This is an optimization exercise on Yosys and OpenROAD, whose aim is small area, not a production implementation.
The RTL was checked by simulation tests, not by an equivalence proof against the original design.

Design butterfly, start of the top module:
module butterfly(clk, rst, mode, a, b, w, c, d);
  input clk;
  input rst;
  input [1:0] mode;
  input [31:0] a, b, w;
  output reg [31:0] c, d;
  ...
export LEC_CHECK = 0
export CAP_MARGIN = 20
export CORE_MARGIN = 2
export CORE_UTILIZATION = 45
export SLEW_MARGIN = 20
export SYNTH_HIERARCHICAL = 1
create_clock -name core_clock -period 10.0 [get_ports {clk}]
standard.sh (not shown) runs the stock make flow with config.mk's settings and CLKGATE_MAP_FILE= SYNTH_SCRIPT=/design/flow/synth_recipe.tcl, a recipe that flattens the netlist after the stock synthesis.
==> flow/flow/run.sh <==
#!/bin/bash
# Own flow: the standard layout (standard.sh), with smaller port buffers and a
# lighter clock tree (no dummy loads). standard.sh's output goes to flow_standard.log in
# this folder; ORFS's per-step logs stay under orfs/logs.
set -euo pipefail
export BUFFER_PORTS_ARGS="-buffer_cell sky130_fd_sc_hd__buf_1"
export CTS_ARGS="-sink_clustering_enable -repair_clock_nets -dont_use_dummy_load -buf_list {sky130_fd_sc_hd__clkbuf_4}"
bash standard.sh > flow_standard.log 2>&1
The starting point ran to the end with no violations.
Rerun with:
--- a/flow/flow/run.sh
+++ b/flow/flow/run.sh
@@ -5,4 +5,4 @@
 set -euo pipefail
 export BUFFER_PORTS_ARGS="-buffer_cell sky130_fd_sc_hd__buf_1"
-export CTS_ARGS="-sink_clustering_enable -repair_clock_nets -dont_use_dummy_load -buf_list {sky130_fd_sc_hd__clkbuf_4}"
+export CTS_ARGS="-sink_clustering_enable -repair_clock_nets -dont_use_dummy_load -buf_list {sky130_fd_sc_hd__clkbuf_8} -sink_clustering_size 16 -sink_clustering_max_diameter 80"
 bash standard.sh > flow_standard.log 2>&1
Result: Count of clock-buffer cells in the layout went down by 75; synthesized cell count does not change; fmax went up slightly; routed wire length hardly moves; die area is unchanged.
Rerun with:
CORE_UTILIZATION = 58   (was 45)
After rerunning: Cell area came out lower by 1.1%; count of clock-buffer cells in the layout stays the same; worst setup slack got worse by 0.59 ns; synthesized cell count is unchanged; area after synthesis stays the same; die area came out lower by 22%; maximum frequency came out lower by 6.4%; worst hold slack got worse by 0.022 ns; wire length came out higher by 6.5%.
Rerun with:
==> flow/flow/run.sh (replaced) <==
#!/bin/bash
# Own flow: the standard layout (standard.sh), with smaller port buffers and a
# lighter clock tree (no dummy loads). standard.sh's output goes to flow_standard.log in
# this folder; ORFS's per-step logs stay under orfs/logs.
set -euo pipefail
export BUFFER_PORTS_ARGS="-buffer_cell sky130_fd_sc_hd__buf_1"
export CTS_ARGS="-sink_clustering_enable -repair_clock_nets -dont_use_dummy_load -buf_list {sky130_fd_sc_hd__clkbuf_8} -sink_clustering_size 20 -sink_clustering_max_diameter 100"
bash standard.sh > flow_standard.log 2>&1
CORE_UTILIZATION = 45   (was 58)
After rerunning: The new run produced a clean layout; via count went down by 3.0%; setup slack improves by 0.59 ns; sequential share of layout area went down by 0.23 points; global-route usage drops by 9.9 points; design area goes up by 0.87%; count of clock-buffer cells in the layout came out lower by 7; non-clock buffer count rises by 29; wire length came out lower by 6.3%.
Rerun with:
==> flow/flow/run.sh (replaced) <==
#!/bin/bash
# Own flow: the standard layout (standard.sh), with smaller port buffers and a
# lighter clock tree (no dummy loads). standard.sh's output goes to flow_standard.log in
# this folder; ORFS's per-step logs stay under orfs/logs.
set -euo pipefail
export BUFFER_PORTS_ARGS="-buffer_cell sky130_fd_sc_hd__buf_1"
export CTS_ARGS="-sink_clustering_enable -repair_clock_nets -dont_use_dummy_load -buf_list {sky130_fd_sc_hd__clkbuf_8} -sink_clustering_size 16 -sink_clustering_max_diameter 80"
bash standard.sh > flow_standard.log 2>&1
CORE_UTILIZATION = 64   (was 45)
Result:
- The new run went through all stages and came out clean
- clock skew shrinks by 0.0088 ns
- worst setup slack got worse by 0.13 ns
- critical path depth shrinks by 1
- core utilization grows by 20 points
- first-iteration DRC count grows by 36%
- via count grows by 4.4%
- synthesized cell count does not change
- cell area shrinks by 1.4%
- count of clock-buffer cells in the layout grows by 5
Rerun with:
CORE_UTILIZATION = 52   (was 64)
Outcome: Non-clock buffer count is higher by 2. Sequential share of layout area shrinks by 0.14 points. Die area rises by 23%. Design area goes up by 0.61%. Wire length fell by 2.7%.

-- re-timing with driven ports --
No port has a modelled driver above. Below, the same layouts with a new extraction and two added sets of constraints.
Step 1: set_driving_cell puts a clkbuf_16 on clk and a buf_2 on each other input, an assumption about the parent block.
Step 2 moves the port delays by t, midway between the first and last clock arrival at a register: inputs arrive t later, outputs are due t later. That takes back most of the time a late clock gives input paths.
Three values: ideal, step 1, step 2; two values: the first two.
| run | t, ns | slack for setup (ns) | worst hold slack (ns) | worst setup path after step 2 | worst register clock-pin slew, ns |
|---|---|---|---|---|---|
| the first run | 0.925 | 1.369 / 1.369 / 1.369 | 0.266 / 0.266 / 0.266 | register to register | 0.07 / 0.07 |
| the second run | 0.721 | 1.412 / 1.412 / 1.412 | 0.295 / 0.295 / 0.295 | register to register | 0.10 / 0.10 |
| the third run | 0.691 | 0.821 / 0.821 / 0.821 | 0.272 / 0.272 / 0.272 | register to register | 0.11 / 0.11 |
| the fourth run | 0.716 | 1.406 / 1.406 / 1.406 | 0.293 / 0.293 / 0.293 | register to register | 0.12 / 0.12 |
| the fifth run | 0.688 | 1.273 / 1.273 / 1.273 | 0.247 / 0.247 / 0.247 | register to register | 0.10 / 0.10 |
| the sixth run | 0.669 | 1.678 / 1.678 / 1.678 | 0.323 / 0.323 / 0.323 | register to register | 0.11 / 0.11 |
After both steps every run listed still meets setup and hold.
